This is an optimization exercise on Yosys and OpenROAD, whose aim is small area, not a production implementation. Function was checked by simulation only, so behaviour that the tests miss may differ from the original. Power and IR drop assume default switching activity.

`flow/design.v`:
```
`timescale 1ns / 1ps
module PUF_FSM #(parameter CW = 12) (input clock, 
					input reset,
					input puf_out,
					input [CW-1:0] clockcounter_out,
					input [11:0] mux1_out,
					input [11:0] mux2_out,
					input start,
					input puf_request,
					output reg done,
					output [11:0] oc,
					output [255:0] crp,
					output [3:0] sel1,
					output [3:0] sel2,
					output reg [3:0] rng1,
					output reg [3:0] rng2);
	wire [11:0] muxin1, muxin2, mathstuff, CRP_count,CRP_index,onescount;
	reg clearmux2, clearmux1;
	reg clearcrpcountmux,clearindexmux,clearonescount,onescountenable;
	reg enablemux1,enablemux2;
	reg [3:0] rng1t,rng2t;
	reg setrngvals;
	reg [1:0] currentState;
	reg [1:0] nextState;
	wire CRP_DONE;
	reg indexenable;
	reg [255:0] pufgoodtemp, pufgoodmask,crptemp,crpmask;
	reg resetcrp;
	assign CRP_DONE=(&clockcounter_out) ? 1:0;
	assign crp=crptemp; 
	reg sel2mux;
	always @(posedge clock, posedge reset) begin
		if (reset) begin
			currentState<=2'd0;
			rng1<=4'd0;
			rng2<=4'd1;
			pufgoodtemp<=256'd0;
		end
		else begin
			if (setrngvals) begin
				rng1<=rng1t;
				rng2<=rng2t;
			end
			pufgoodtemp<=pufgoodtemp|pufgoodmask;
			currentState<=nextState;
		end
	end
	always @(posedge clock) begin
		if (!reset) begin
			if (resetcrp) begin
				crptemp<=256'd0;
			end
			else begin
				crptemp<=crptemp|crpmask;
			end
		end
	end
	reg [11:0] min_diff;
	reg [11:0] diff_to_add;
	reg [11:0] currentdiff;
	reg [11:0] prev_diff;
	reg resetdiff;
	reg updatediff;
	reg updatemindiff;
	reg diffneg;
		assign oc= currentdiff;
	always @(posedge clock, posedge reset) begin
			if(reset) begin
				min_diff<=12'h000;
				currentdiff<=12'd0;
				prev_diff<=12'd0;
			end
			else begin
				if (resetdiff) begin
					currentdiff<=12'd0;
					prev_diff<=12'd0;
				end
				else if (updatediff) begin
					if(CRP_count!=0)
						currentdiff<=currentdiff+(diff_to_add-prev_diff);
					prev_diff<=diff_to_add;
				end
				if (updatemindiff) begin
					if (diffneg)
						min_diff<=~currentdiff;
					else
						min_diff<=currentdiff;
				end
			end
	end
	always @(currentState or start or CRP_DONE or mathstuff or puf_out or onescount or CRP_count or CRP_index or muxin1 or mux1_out or mux2_out or muxin2 or puf_request or pufgoodtemp or currentdiff or min_diff) begin
		clearcrpcountmux=1'b0;
		enablemux1=1'b0;
		done=1'b0;
		enablemux2=1'b0;
		indexenable=1'b0;
		clearonescount=1'b0;
		clearindexmux=1'b0;
		clearmux2=1'b0;
		clearmux1=1'b0;
		setrngvals=1'b0;
		rng1t=4'd0;
		rng2t=4'd0;
		sel2mux=1'b0;
		crpmask=256'd0;
		pufgoodmask=256'd0;
		resetcrp=1'b0;
		onescountenable=1'b0;
		updatediff=1'b0;
		resetdiff=1'b0;
		updatemindiff=1'b0;
		diffneg=1'b0;
		diff_to_add=12'd0;
		case(currentState)
			2'd0: begin
				nextState=2'd0;
				clearcrpcountmux=1'b1;
				clearindexmux=1'b1;
				clearmux1=1'b1;
				clearmux2=1'b1;
				resetdiff=1'b1;
				if(start) begin
					nextState=2'd1;
				end
			end
			2'd1: begin
				nextState=2'd1;
				if (CRP_DONE) begin
					if (CRP_count==12'd50 || (muxin1[3:0]==muxin2[3:0])) begin
						if (muxin2[3:0]==4'hf) begin
							enablemux1=1'b1;
							clearmux2=1'b1;
							if (muxin1[3:0]==4'hF)
								clearmux1=1'b1;
						end
						enablemux2=1'b1;
						clearcrpcountmux=1'b1;
						indexenable=1'b1;
						clearonescount=1'b1;
						resetdiff=1'b1;
						if ((onescount>12'd45 || onescount<12'd5) && muxin2[3:0]!=muxin1[3:0]) begin
							pufgoodmask[CRP_index] = 1'b1;
						end
						if (muxin1[3:0] != muxin2[3:0]) begin
							if ((mux1_out>mux2_out && mux1_out-mux2_out<=2) ||(mux2_out>mux1_out && mux2_out-mux1_out<=2))begin 
								if (currentdiff[11] && ~currentdiff>=min_diff) begin
									setrngvals=1'b1;
									rng2t=muxin1[3:0];
									rng1t=mathstuff[3:0];
									updatemindiff=1'b1;
									diffneg=1'b1;
								end
								else if (~currentdiff[11] && currentdiff>=min_diff) begin
									setrngvals=1'b1;
									rng2t=muxin1[3:0];
									rng1t=mathstuff[3:0];
									updatemindiff=1'b1;
								end
							end
						end
					end
					if (puf_out)
						onescountenable=1'b1;
					diff_to_add=mux1_out-mux2_out;
					updatediff=1'b1;
				end
				if (CRP_index>=12'd256) begin
					nextState=2'd2;
					clearindexmux=1'b0;
					clearmux1=1'b1;
					clearmux2=1'b1;
					clearonescount=1'b1;
					clearcrpcountmux=1'b1;
				end
			end
			2'd2: begin
				nextState=2'd2;
				done=1'b1;
				if (puf_request) begin
					clearcrpcountmux=1'b1;
					clearonescount=1'b1;
					clearindexmux=1'b1;
					clearmux2=1'b1;
					clearmux1=1'b1;
					nextState=2'd3;
					resetcrp=1'b1;
				end
			end
			2'd3: begin
				nextState=2'd3;
				sel2mux=1'b1;
				if (CRP_DONE) begin
					if (CRP_count==12'd5 || (muxin1[3:0]==muxin2[3:0])) begin
						if (muxin2[3:0]==4'hf) begin
							enablemux1=1'b1;
							clearmux2=1'b1;
							if (muxin1[3:0]==4'hF)
								clearmux1=1'b1;
						end
						enablemux2=1'b1;
						clearcrpcountmux=1'b1;
						indexenable=1'b1;
						clearonescount=1'b1;
						if (~pufgoodtemp[CRP_index]) begin
							crpmask[CRP_index]=1'b0;
						end
						else if (onescount>=12'd3) begin
							crpmask[CRP_index]=1'b1;
						end
						else begin
							crpmask[CRP_index]=1'b0;
						end
					end
					if (puf_out)
						onescountenable=1'b1;
				end
				if (CRP_index>=12'd256) begin
					nextState=2'd2;
					clearindexmux=1'b1;
					clearmux1=1'b1;
					clearmux2=1'b1;
					clearonescount=1'b1;
					clearcrpcountmux=1'b1;
				end
			end
		endcase
	end
	assign mathstuff = muxin2; 
	counter12 muxincoconut  (muxin1, enablemux1, clock, reset, clearmux1);
	counter12 mux2incoconut (muxin2, enablemux2, clock, reset, clearmux2);
	assign sel1=muxin1[3:0];
	assign sel2=(sel2mux) ? mathstuff[3:0]:muxin2;
	counter12 onecounter  	(onescount, CRP_DONE & puf_out, clock, reset, clearonescount);
	counter12 CRP_Counter  	(CRP_count, CRP_DONE, clock, reset, clearcrpcountmux);
	counter12 CRP_index_count (CRP_index, indexenable, clock, reset, clearindexmux);
endmodule
module mux16_1_12(
								 input [11:0] in1,                
                         input [11:0]in2,                
                         input [11:0]in3,                
                         input [11:0]in4,
								 input [11:0]in5,                
                         input [11:0]in6,                
                         input [11:0]in7,                
                         input [11:0]in8,
								 input [11:0]in9,                
                         input [11:0]in10,                
                         input [11:0]in11,                
                         input [11:0]in12,
								 input [11:0]in13,                
                         input [11:0]in14,                
                         input [11:0]in15,                
                         input [11:0]in16,								 
                         input [3:0] sel,               
                         output [11:0]outfinal);             
reg [11:0] out;
assign outfinal=out;
always @(sel or in1 or in2 or in3 or in4 or in5 or in6 or in7 or in8 or in9 or in10 or in11 or in12 or in13 or in14 or in15 or in16)
 case(sel) 
    4'b0000 : out = in1;
    4'b0001 : out = in2;
    4'b0010 : out = in3;
	 4'b0011 : out = in4;
    4'b0100 : out = in5;
    4'b0101 : out = in6;
    4'b0110 : out = in7;
	 4'b0111 : out = in8;	
    4'b1000 : out = in9;
    4'b1001 : out = in10;
    4'b1010 : out = in11;
	 4'b1011 : out = in12;
    4'b1100 : out = in13;
    4'b1101 : out = in14;
    4'b1110 : out = in15;
	 4'b1111 : out = in16;	 
 endcase 
endmodule  
module counter12 #(parameter W = 12) (
    output [W-1:0] count,
    input enable,
    input clk,
    input reset, input clear
);
reg [W-1:0] temp;
assign count=temp;
always @(posedge clk, posedge reset)
if (reset) begin
  temp <= {W{1'b0}} ;
end else if (clear) begin
	temp<={W{1'b0}};
end else if (enable) begin
  temp <= temp + 1;
end
endmodule
`timescale 1ns / 1ps
`default_nettype none
module ro_puf_ctrl #(parameter CW = 6) (
    input  wire         clock,
    input  wire         reset,
    input  wire         enable,
    input  wire         puf_request,
    input  wire [3:0]   select1,
    input  wire [3:0]   select2,
    input  wire [191:0] counter_outs,
    output wire         puf_out,
    output wire         done,
    output wire [255:0] crp,
    output wire [11:0]  oc,
    output wire [3:0]   sel1,
    output wire [3:0]   sel2,
    output wire [3:0]   rng1,
    output wire [3:0]   rng2,
    output wire         ro_enable,
    output wire         ro_reset,
    output wire         cnt_enable,
    output wire         cnt_reset
);
	 wire [11:0] mux1_out, mux2_out;
	 wire [CW-1:0] clockcounter_out;
	 wire [3:0] muxmux, muxmux2;
	 mux16_1_12 mux1 (counter_outs[11:0],counter_outs[23:12],counter_outs[35:24],counter_outs[47:36],counter_outs[59:48],counter_outs[71:60],counter_outs[83:72],counter_outs[95:84],counter_outs[107:96],counter_outs[119:108],counter_outs[131:120],counter_outs[143:132],counter_outs[155:144],counter_outs[167:156],counter_outs[179:168],counter_outs[191:180], muxmux, mux1_out);
	 mux16_1_12 mux2 (counter_outs[11:0],counter_outs[23:12],counter_outs[35:24],counter_outs[47:36],counter_outs[59:48],counter_outs[71:60],counter_outs[83:72],counter_outs[95:84],counter_outs[107:96],counter_outs[119:108],counter_outs[131:120],counter_outs[143:132],counter_outs[155:144],counter_outs[167:156],counter_outs[179:168],counter_outs[191:180], muxmux2, mux2_out);
	 assign muxmux  = (~done) ? sel1:select1;
	 assign muxmux2 = (~done) ? sel2:select2;
	 assign cnt_enable = clockcounter_out != {CW{1'b1}};
	 assign cnt_reset  = (clockcounter_out == 2 || reset) ? 1:0;
	 PUF_FSM #(.CW(CW)) fsm(clock, reset, puf_out, clockcounter_out, mux1_out, mux2_out, enable, puf_request, done, oc, crp, sel1, sel2, rng1, rng2);
	 assign ro_enable = (enable && clockcounter_out > 2) || done ? 1:0;
	 assign ro_reset  = (reset || ((clockcounter_out <= 2) && ~done)) ? 1:0;
	 counter12 #(.W(CW)) clock_counter (clockcounter_out, enable, clock, reset, 1'b0);
	 assign puf_out = (mux1_out > mux2_out) ? 1:0;
endmodule
`default_nettype wire
```
`flow/config.mk`:
```
export PLATFORM = sky130hd
export DESIGN_NAME = ro_puf_ctrl
export DESIGN_NICKNAME = ro_puf_ctrl
export VERILOG_FILES = /design/flow/design.v
export SDC_FILE = /design/flow/constraint.sdc
export NUM_CORES = 4
export LEC_CHECK = 0
export CAP_MARGIN = 20
export CORE_MARGIN = 2
export CORE_UTILIZATION = 40
export SLEW_MARGIN = 20
```
`flow/constraint.sdc`:
```
create_clock -name core_clock -period 12.0 [get_ports {clock}]
set_input_delay 2.4000 -clock core_clock [delete_from_list [all_inputs] [get_ports {clock}]]
set_output_delay 2.4000 -clock core_clock [all_outputs]
set_load 0.01 [all_outputs]
```
`flow/run.sh`:
```
#!/bin/bash
# synth_recipe.tcl (not shown) runs the flow's synth.tcl, then flattens the netlist and writes it again
# the make line also repeats each setting of config.mk as NAME=value (left out here)
make -C /OpenROAD-flow-scripts/flow DESIGN_CONFIG=/design/flow/config.mk WORK_HOME=/design/flow/orfs CLKGATE_MAP_FILE= SYNTH_SCRIPT=/design/flow/synth_recipe.tcl finish
```
==> run notes <==
-- power breakdown --
part | switching (µW) | internal, µW
registers | 93.0 | 2270
clock network | 882 | 1170
logic | 793 | 581
-- per-layer routing --
metal | global-route usage (%) | part of all wire [%] | up-vias
met5 | 0 | 0 | -
met4 | 12.1 | 4.5 | 0
met3 | 3.56 | 5.5 | 291
met2 | 49.3 | 49 | 1081
met1 | 37.9 | 41 | 13467
li1 | - | - | 11725
-- cells in the mapped netlist, types with 45 or more instances --
master	instances	area (µm²)
buf_2	55	275
o21bai_1	200	1500
dfrtp_1	351	8780
inv_1	98	368
nor2_1	156	586
o21ai_0	231	1160
o21ai_1	73	365
mux4_2	65	1460
a22oi_1	123	923
a21o_1	45	338
edfxtp_1	256	7690
nand2_1	446	1670
ha_1	73	913
clkbuf_1	113	424
xnor2_1	47	412
-- worst max-delay path, cell delays in order --
cell             delay (ns)
clkdlybuf4s50_1        0.52
nor4bb_1               0.35
a31oi_1                0.17
nor2_2                 0.84
a22o_1                 0.24
a221oi_1               0.05
and3_1                 0.23
nand3_1                0.20
o21a_1                 0.23
fa_1                   0.26
a211oi_1               0.12
o21ai_0                0.40
a311oi_1               0.19
nor2_1                 0.33
clkdlybuf4s50_1        0.68
-- cell type report --
cell class	count	area, µm²
Fill cell	7095	39000
Sequential cell	608	16500
Multi-Input combinational cell	2049	14100
Timing Repair Buffer	557	5440
Clock buffer	97	1910
Tap cell	1050	1310
Inverter	99	375
Clock inverter	26	288
Antenna cell	2	5.00
-- per-stage QoR --
stage | setup WS, ns | utilization, %
finish | 2.40 | 50.6
detailed placement | 2.51 | 47.8
global route | 2.14 | 50.6
CTS | 2.49 | 50.6
floorplan | -2.44 | -
global placement | 2.53 | 47.8
-- worst paths after layout --
check	from	end	depth (start not counted)
max in group asynchronous	reset	fsm.min_diff[2]$_DFFE_PP0P_	6
worst min-delay path	fsm.pufgoodtemp[120]$_DFF_PP0_	fsm.pufgoodtemp[120]$_DFF_PP0_	1
worst min register to register	fsm.pufgoodtemp[120]$_DFF_PP0_	fsm.pufgoodtemp[120]$_DFF_PP0_	1
min in group asynchronous	reset	fsm.CRP_index_count.temp[11]$_DFFE_PP0P_	2
worst max register to register	fsm.currentState[0]$_DFF_PP0_	fsm.currentdiff[11]$_DFFE_PP0P_	24
worst max-delay path	select1[1]	puf_out	15
-- flip-flops by register name, indices dropped and copies added, names as in the netlist --
register / flops
fsm.CRP_index_count.temp: 12
fsm.crptemp: 256
fsm.currentdiff: 12
fsm.muxincoconut.temp: 4
fsm.rng1: 4
fsm.CRP_Counter.temp: 12
fsm.min_diff: 12
fsm.rng2: 4
fsm.pufgoodtemp: 256
fsm.currentState: 2
fsm.onecounter.temp: 12
fsm.mux2incoconut.temp: 4
fsm.prev_diff: 12
clock_counter.temp: 6
-- kinds of logic after synthesis --
family / after synthesis
compound gates: 928
xor+xnor: 76
fa+ha+maj: 86
buf+inv: 301
flops: 608
mux: 105
simple gates: 854
==> reports/results.ini <==
[worst_hold_path]
worst_hold_path_type = register to register

[synthesis]
seq_area_frac_synth_pct = 51.8
ys_types = 89
async_reset_ff_share_pct = 57.9
synth_top_flop_cell = dfrtp_1
synthSimpleGateAreaFrac_pct = 12.3
yosys.area_share.xor_xnor_pct = 2.13
synth.area.mux_share_pct = 5.90
synth_top_family_by_area = compound AO/OA/AOI/OAI gates
syn_avg_cell_area_um2 = 10.8
syn_inst = 2958
synth_compound_area_share_pct = 19.9
ys_warn_count = 4
synthAdderAreaFrac_pct = 3.68
synth_edf_count = 256
ys_seq_elements = 608
syn-num-nets = 3248
syn_area_um2 = 31900

[routing]
wl_per_cell_um = 27.1
detail-route-antenna-nets = 0
dr.pass1.iters = 6
wirelength_um = 122000
drc = 0
drt_iter0_markers = 2321
vias_per_cell = 5.92
vias = 26564

[sta]
maxSlewViolCount = 0
setup_viol = 0
skew_ns = 0.0469
slew_headroom_pct = 22.5
fin_crit_sh_pct = 80.0
setup_tns_ns = 0
final.min_clock_period_ns = 9.60
whs_ns = 0.449
finalHoldViolations = 0
tightest_slew_ns = 1.16
grt_setup_unrepaired = no
fmax_ghz = 0.104

[cts]
clock_latency_ns = 0.63
clock_sinks = 608
ctsHoldBuffers = 0
cts_max_level = 3
numCtsBuffers = 68
clk_pin_slew_ns = 0.05
cts_tree = built
cts_buffer_depth = 3
ctsResizeCount = 0
post_cts_buffers = 0
clock-root-buffer = clkbuf_16

[placement]
dp_hpwl_um = 86600
port_buffers = 493
post_dp_cell_area_um2 = 37700
placed_cells = 4363
gp_congestion = 0.930

[power_and_ir_drop]
power_uw = 5790
power_leakage_uw = 0.0164
power_density_nw_per_um2 = 145
ir_drop_uv = 115

[final_layout]
final_common_cell = clkdlybuf4s50_1
fin_nets = 3673
syn_to_final_growth_pct = 25.2
drive_above_1_share_pct = 8.64
instances_no_fill = 4488
fin_area_um2 = 39900
mostFrequentLayoutCells = clkdlybuf4s50_1 (493), nand2_1 (445), dfrtp_1 (349)

[worst_setup_path]
cp-end-kind = output port
start_kind = input pin
crit_required_ns = 9.60
crit_type = input pin to output port
cp.arrival_ns = 7.20
reg2reg_slack_ns = 4.58
crit_fanout = 12

[floorplan]
dieArea_um2 = 81900
start_util_pct = 40.4
dieWidth_um = 286
rows = 103
die_h_um = 286
core-area_um2 = 78900
top_level_ports = 494

[global_route]
grt_max_degree = 256
antenna_found_initial = 1
grt_pass1_vias = 27059
overflow = 0
grt_util_all_layers_pct = 29.1
grt_first_pass_wirelength_um = 179000

[run]
cap_violations = 0

[status]
outcome = no timing/DRC/antenna violations

==> port drivers added, routing unchanged <==
In the flow no input, the clock included, has a driving cell. The finished layout below was timed again as built, in two steps. Step 1 assumes that a clkbuf_16 drives the clock port and a buf_2 every other input. Step 2 also shifts input and output timing later by t, the mid clock arrival at the registers, as if the neighbouring blocks saw the same clock. a / b / c = ideal ports / drivers / drivers and shift; a / b = the first two.
t (ns): 0.668
slack for setup (ns): 2.395 / 2.365 / 2.365
worst data-port slew with drivers (ns): 0.13
cell pins on the clock port's net: 1
After both steps this run still meets setup and hold. For this run, drivers alone change the setup slack by -0.030 ns; drivers and shift together by -0.030 ns.
